This is an optimization exercise on Yosys and OpenROAD, whose aim is small area, not a production implementation.
At most, simulation tests tie the RTL to the original design; equivalence was not proved.
Power figures rest on the tool's default switching activity, not on a simulated workload.

==> module apb_rmux, before the edit <==
module apb_rmux #(parameter N = 16, parameter logic [N-1:0] INV = '0) (
    input  logic [N-1:0] s,
    input  logic [N-1:0] sn,
    input  logic [N-1:0] d,
    output logic         y
);
    localparam int NP = N / 2;
    logic [NP-1:0] ps, pd, qsn, qd;
    always_comb begin
        int ip, iq;
        ip = 0; iq = 0;
        ps = '0; pd = '0; qsn = '0; qd = '0;
        for (int k = 0; k < N; k++)
            if (INV[k]) begin
                qsn[iq] = sn[k]; qd[iq] = d[k]; iq++;
            end else begin
                ps[ip] = s[k]; pd[ip] = d[k]; ip++;
            end
    end
    logic [NP/2-1:0] pn, qp;
    for (genvar j = 0; j < NP/2; j++) begin : g_pair
        apb_rsel_aoi u_p (.s1(ps[2*j]), .d1(pd[2*j]), .s2(ps[2*j+1]), .d2(pd[2*j+1]), .y(pn[j]));
        apb_rsel_oai u_q (.sn1(qsn[2*j]), .d1(qd[2*j]), .sn2(qsn[2*j+1]), .d2(qd[2*j+1]), .y(qp[j]));
    end
    assign y = !(&pn) || (|qp);
endmodule
==> module apb_rsel_aoi, before the edit <==
module apb_rsel_aoi (
    input  logic s1, d1, s2, d2,
    output logic y
);
    assign y = !((s1 && d1) || (s2 && d2));
endmodule
==> module apb_rsel_oai, before the edit <==
module apb_rsel_oai (
    input  logic sn1, d1, sn2, d2,
    output logic y
);
    assign y = !((sn1 || d1) && (sn2 || d2));
endmodule
Settings: LEC_CHECK=0, CAP_MARGIN=20, CORE_MARGIN=2, CORE_UTILIZATION=40, GPL_TIMING_DRIVEN=0, SLEW_MARGIN=20, SYNTH_HIERARCHICAL=1, SYNTH_MINIMUM_KEEP_SIZE=0; clock period 5.0 ns.
standard.sh (not shown) runs the stock make flow with config.mk's settings and CLKGATE_MAP_FILE= SYNTH_SCRIPT=/design/flow/synth_recipe.tcl, a recipe that flattens the netlist after the stock synthesis.
==> flow/flow/run.sh <==
#!/bin/bash
# Layout flow: the standard flow (standard.sh) with these changes, made
# through ORFS's own variables and a wrapper around the synthesis script:
#  - synthesis: the standard flow's synthesis script unchanged, except that ABC maps the
#    logic for area (flow/abc_area.script) instead of ORFS's delay script;
#    registers are mapped before ABC runs, so they are the standard ones,
#  - clock tree synthesis without dummy loads, with clkbuf_8 buffers and
#    smaller sink clusters,
#  - port buffers of the smallest buffer cell.
# make's full output goes to standard.log here; ORFS's per-step logs stay
# under orfs/logs/.
set -euo pipefail
here=$(pwd)
flowdir=$(cd "$(dirname "$0")" && pwd)

orig=$(grep -o 'SYNTH_SCRIPT=[^ ]*' standard.sh | head -1 | cut -d= -f2-)
cat > "$here/area_synth.tcl" <<EOT
# ABC with the area script; drop the delay target and its constraints
proc abc {args} {
  set keep {}
  set skip 0
  foreach a \$args {
    if {\$skip} { set skip 0; continue }
    if {\$a in {-script -D -constr}} { set skip 1; continue }
    lappend keep \$a
  }
  yosys abc -script $flowdir/abc_area.script {*}\$keep
}
source $orig
EOT
sed "s#SYNTH_SCRIPT=[^ ]*#SYNTH_SCRIPT=$here/area_synth.tcl#" standard.sh > area_standard.sh

export CTS_ARGS="-sink_clustering_enable -repair_clock_nets -dont_use_dummy_load -buf_list sky130_fd_sc_hd__clkbuf_8 -sink_clustering_size 16 -sink_clustering_max_diameter 60"
export BUFFER_PORTS_ARGS="-buffer_cell sky130_fd_sc_hd__buf_1"
bash area_standard.sh > standard.log 2>&1
==> flow/flow/abc_area.script <==
strash
dch
amap
The first run went through all stages and came out clean.
Next try:
--- a/flow/design.v
+++ b/flow/design.v
@@ -153,43 +153,20 @@
 module apb_rmux #(parameter N = 16, parameter logic [N-1:0] INV = '0) (
     input  logic [N-1:0] s,
     input  logic [N-1:0] sn,
     input  logic [N-1:0] d,
     output logic         y
 );
-    localparam int NP = N / 2;
-    logic [NP-1:0] ps, pd, qsn, qd;
     always_comb begin
-        int ip, iq;
-        ip = 0; iq = 0;
-        ps = '0; pd = '0; qsn = '0; qd = '0;
+        y = 1'b0;
         for (int k = 0; k < N; k++)
-            if (INV[k]) begin
-                qsn[iq] = sn[k]; qd[iq] = d[k]; iq++;
-            end else begin
-                ps[ip] = s[k]; pd[ip] = d[k]; ip++;
-            end
-    end
-    logic [NP/2-1:0] pn, qp;
-    for (genvar j = 0; j < NP/2; j++) begin : g_pair
-        apb_rsel_aoi u_p (.s1(ps[2*j]), .d1(pd[2*j]), .s2(ps[2*j+1]), .d2(pd[2*j+1]), .y(pn[j]));
-        apb_rsel_oai u_q (.sn1(qsn[2*j]), .d1(qd[2*j]), .sn2(qsn[2*j+1]), .d2(qd[2*j+1]), .y(qp[j]));
-    end
-    assign y = !(&pn) || (|qp);
-endmodule
-module apb_rsel_aoi (
-    input  logic s1, d1, s2, d2,
-    output logic y
-);
-    assign y = !((s1 && d1) || (s2 && d2));
-endmodule
-module apb_rsel_oai (
-    input  logic sn1, d1, sn2, d2,
-    output logic y
-);
-    assign y = !((sn1 || d1) && (sn2 || d2));
+            if (INV[k])
+                y = y | !(sn[k] | d[k]);
+            else
+                y = y | (s[k] & d[k]);
+    end
 endmodule
 `timescale 1ns / 1ps
 module apb_wrapper#(parameter addr_width = 5, data_width = 16)(
     input bit pclk,                   
     input bit preset_n,               
     input logic transfer,  
- The new run finished clean
- total power rose slightly
- hold slack loses 0.017 ns
- wire length rose by roughly a tenth
- non-clock buffer count fell by 19
- count of clock-buffer cells in the layout rose by 1
- setup slack loses 0.64 ns
- via count rose slightly
- cell count fell by a few percent
- cell area stays flat
- synthesized cell count fell by a few percent
- clock power rose slightly
- synthesized area rose slightly
- die area rose slightly
Only the layout flow was run in the first run of this note; the RTL was not checked for function there.

========
== old ==
apb_wrapper, a different RTL version from the one above (not shown whole).
==> module apb_slave, before the edit <==
module apb_slave#(
    parameter addr_width = 5,
    parameter data_width = 16
)(
    input  logic pclk,
    input  logic preset_n,
    input  logic pselx,
    input  logic penable,
    input  logic pwrite,
    input  logic [addr_width - 1 : 0] paddr,
    input  logic [data_width - 1 : 0] pwdata,
    output logic [data_width - 1 : 0] apb_spwdata,
    output logic [data_width - 1 : 0] prdata,
    output logic pready
);
    localparam int N = 2**addr_width;
    localparam int H = N / 2;
    localparam logic [1:0] IDLE = 2'b00, SETUP = 2'b01, ACCESS = 2'b10;
    logic [1:0] present_state, next_state;
    always_ff @(posedge pclk or negedge preset_n) begin
        if (!preset_n)
            present_state <= IDLE;
        else
            present_state <= next_state;
    end
    always_comb begin
        case (present_state)
            IDLE:    next_state = (pselx && !penable) ? SETUP : IDLE;
            SETUP:   next_state = (pselx && penable) ? ACCESS : IDLE;
            ACCESS:  next_state = !pselx ? IDLE : SETUP;
            default: next_state = IDLE;
        endcase
    end
    always_ff @(posedge pclk or negedge preset_n) begin
        if (!preset_n)
            pready <= 1'b0;
        else
            pready <= (present_state == ACCESS);
    end
    logic [data_width-1:0] ring [0:N-1];
    logic [data_width-1:0] rd_q;
    logic [addr_width-1:0] cnt;
    logic                  wr_pend, rd_pend;
    logic [addr_width-1:0] hold_addr;
    wire                   wr   = pready && pwrite;
    wire                   rd   = pready && !pwrite;
    wire [addr_width-1:0]  pos  = hold_addr + cnt;
    wire                   wr_do = wr_pend && !pos[0];
    wire                   rd_do = rd_pend && !pos[0];
    always_ff @(posedge pclk) begin
        cnt     <= cnt + 1'b1;
        wr_pend <= wr || (wr_pend && pos[0]);
        rd_pend <= rd || (rd_pend && pos[0]);
        if (pready)
            hold_addr <= paddr;
    end
    logic [H-1:0] psel, wsel, wseln, rseln;
    always_comb
        for (int k = 0; k < H; k++) begin
            psel[k]  = (pos[addr_width-1:1] == k[addr_width-2:0]);
            wsel[k]  = wr_do && psel[k];
            wseln[k] = !wsel[k];
            rseln[k] = !psel[k];
        end
    for (genvar p = 0; p < N; p++) begin : g_ring
        if (p % 2 == 1) begin : g_load
            wire [data_width-1:0] a = (p % 4 == 1) ? apb_spwdata : ~apb_spwdata;
            for (genvar i = 0; i < data_width; i++) begin : g_bit
                wire d;
                apb_imux u_mux (.s(wsel[p/2]), .sn(wseln[p/2]), .a(a[i]), .b(ring[p-1][i]), .y(d));
                always_ff @(posedge pclk)
                    ring[p][i] <= d;
            end
        end else begin : g_shift
            always_ff @(posedge pclk)
                ring[p] <= ring[(p + N - 1) % N];
        end
    end
    always_ff @(posedge pclk) begin
        if (wr)
            apb_spwdata <= pwdata;
    end
    localparam logic [H-1:0] INV = 16'hAAAA;
    logic [data_width-1:0] rdata;
    for (genvar i = 0; i < data_width; i++) begin : g_rd
        logic [H-1:0] col;
        for (genvar k = 0; k < H; k++) begin : g_col
            assign col[k] = ring[2*k][i];
        end
        apb_rmux #(.N(H), .INV(INV)) u_rmux (.s(psel), .sn(rseln), .d(col), .y(rdata[i]));
    end
    assign prdata = rd_do ? rdata : rd_q;
    always_ff @(posedge pclk)
        rd_q <= prdata;
endmodule
export LEC_CHECK = 0
export CAP_MARGIN = 20
export CORE_MARGIN = 2
export CORE_UTILIZATION = 40
export GPL_TIMING_DRIVEN = 0
export SLEW_MARGIN = 20
export SYNTH_HIERARCHICAL = 1
export SYNTH_MINIMUM_KEEP_SIZE = 0
create_clock -name core_clock -period 5.0 [get_ports {pclk}]
==> flow/flow/run.sh <==
#!/bin/bash
# Layout flow: the standard flow (standard.sh, unchanged synthesis), with
# options changed through ORFS's own variables:
#  - clock tree synthesis without dummy loads, with clkbuf_8 buffers and
#    larger sink clusters,
#  - port buffers of the smallest buffer cell.
# make's full output goes to standard.log here; ORFS's per-step logs stay
# under orfs/logs/.
set -euo pipefail
export CTS_ARGS="-sink_clustering_enable -repair_clock_nets -dont_use_dummy_load -buf_list sky130_fd_sc_hd__clkbuf_8 -sink_clustering_size 16 -sink_clustering_max_diameter 60"
export BUFFER_PORTS_ARGS="-buffer_cell sky130_fd_sc_hd__buf_1"
bash standard.sh > standard.log 2>&1
> inputs changed (old -> new)
--- a/flow/design.v
+++ b/flow/design.v
@@ -86,37 +86,37 @@
             pready <= 1'b0;
         else
             pready <= (present_state == ACCESS);
     end
     logic [data_width-1:0] ring [0:N-1];
-    logic [data_width-1:0] rd_q;
     logic [addr_width-1:0] cnt;
-    logic                  wr_pend, rd_pend;
+    logic                  wr_hold, rd_hold;
     logic [addr_width-1:0] hold_addr;
     wire                   wr   = pready && pwrite;
     wire                   rd   = pready && !pwrite;
-    wire [addr_width-1:0]  pos  = hold_addr + cnt;
-    wire                   wr_do = wr_pend && !pos[0];
-    wire                   rd_do = rd_pend && !pos[0];
+    wire [addr_width-1:0]  base = (wr_hold || rd_hold) ? hold_addr : paddr;
+    wire [addr_width-1:0]  pos  = base + cnt;
+    wire                   load = wr_hold || (wr && !pos[0]);
+    wire                   rload = rd_hold || (rd && !pos[0]);
+    wire [data_width-1:0]  wbus = wr_hold ? apb_spwdata : pwdata;
     always_ff @(posedge pclk) begin
-        cnt     <= cnt + 1'b1;
-        wr_pend <= wr || (wr_pend && pos[0]);
-        rd_pend <= rd || (rd_pend && pos[0]);
-        if (pready)
-            hold_addr <= paddr;
+        cnt       <= cnt + 1'b1;
+        wr_hold   <= wr && pos[0];
+        rd_hold   <= rd && pos[0];
+        hold_addr <= paddr;
     end
     logic [H-1:0] psel, wsel, wseln, rseln;
     always_comb
         for (int k = 0; k < H; k++) begin
             psel[k]  = (pos[addr_width-1:1] == k[addr_width-2:0]);
-            wsel[k]  = wr_do && psel[k];
+            wsel[k]  = load && psel[k];
             wseln[k] = !wsel[k];
             rseln[k] = !psel[k];
         end
     for (genvar p = 0; p < N; p++) begin : g_ring
         if (p % 2 == 1) begin : g_load
-            wire [data_width-1:0] a = (p % 4 == 1) ? apb_spwdata : ~apb_spwdata;
+            wire [data_width-1:0] a = (p % 4 == 1) ? wbus : ~wbus;
             for (genvar i = 0; i < data_width; i++) begin : g_bit
                 wire d;
                 apb_imux u_mux (.s(wsel[p/2]), .sn(wseln[p/2]), .a(a[i]), .b(ring[p-1][i]), .y(d));
                 always_ff @(posedge pclk)
                     ring[p][i] <= d;
@@ -137,13 +137,14 @@
         for (genvar k = 0; k < H; k++) begin : g_col
             assign col[k] = ring[2*k][i];
         end
         apb_rmux #(.N(H), .INV(INV)) u_rmux (.s(psel), .sn(rseln), .d(col), .y(rdata[i]));
     end
-    assign prdata = rd_do ? rdata : rd_q;
-    always_ff @(posedge pclk)
-        rd_q <= prdata;
+    always_ff @(posedge pclk) begin
+        if (rload)
+            prdata <= rdata;
+    end
 endmodule
 module apb_imux (
     input  logic s,
     input  logic sn,
     input  logic a,
- Fmax: lower on new
- [compare] base=old new=new: detailed route wirelength on metal2 moved up; synthesized cell count moved up.
- new vs old: layout cell share with drive strength beyond 1 down in new
- new: worst setup slack lower than old
- Going from old to new, the die area was enlarged.
- Compared to old, new has total half-perimeter wirelength after legalization and detailed placement about 7% lower.
- A cell at the slowest stage of the critical path of nand2_2 is what new shows, while nand3_1 belongs to old.
- Re number of hold-repair buffers added at the cts stage: no difference whatsoever between new and old.
- Compared with old, new shows a via count of the first global-routing pass that is about 2.6% lower.
- new: final period utilization 7.5 points above old
No functional check of the RTL was part of new.

==> port drivers added, routing unchanged <==
How much do the figures lean on ideal ports? The routed layouts below were timed once more, with nothing changed but the port constraints. Step 1: set_driving_cell puts a clkbuf_16 on pclk and a buf_2 on each other input, an assumption about the parent block. Step 2 adds t to the input delays and takes it off the output delays; t is the mean of the earliest and latest rising clock arrival at the registers after step 1. Input paths then give back, and output paths get back, about the clock's delay inside the block. Three values: ideal, step 1, step 2; two values: the first two.
run | shift t [ns] | setup slack, ns | slew at the worst register clock pin (ns)
the first run of note 1 | 0.626 | 1.216 / 1.216 / 1.216 | 0.10 / 0.10
the second run of note 1 | 0.617 | 0.575 / 0.575 / 0.575 | 0.10 / 0.10
old | 0.622 | 0.822 / 0.822 / 0.822 | 0.10 / 0.10
new | 0.616 | 0.449 / 0.449 / 0.214 | 0.10 / 0.10
After both steps every run listed still meets setup and hold. The setup slack of new, which loses most, moves by 0.000 ns with the drivers and by -0.235 ns with both steps.
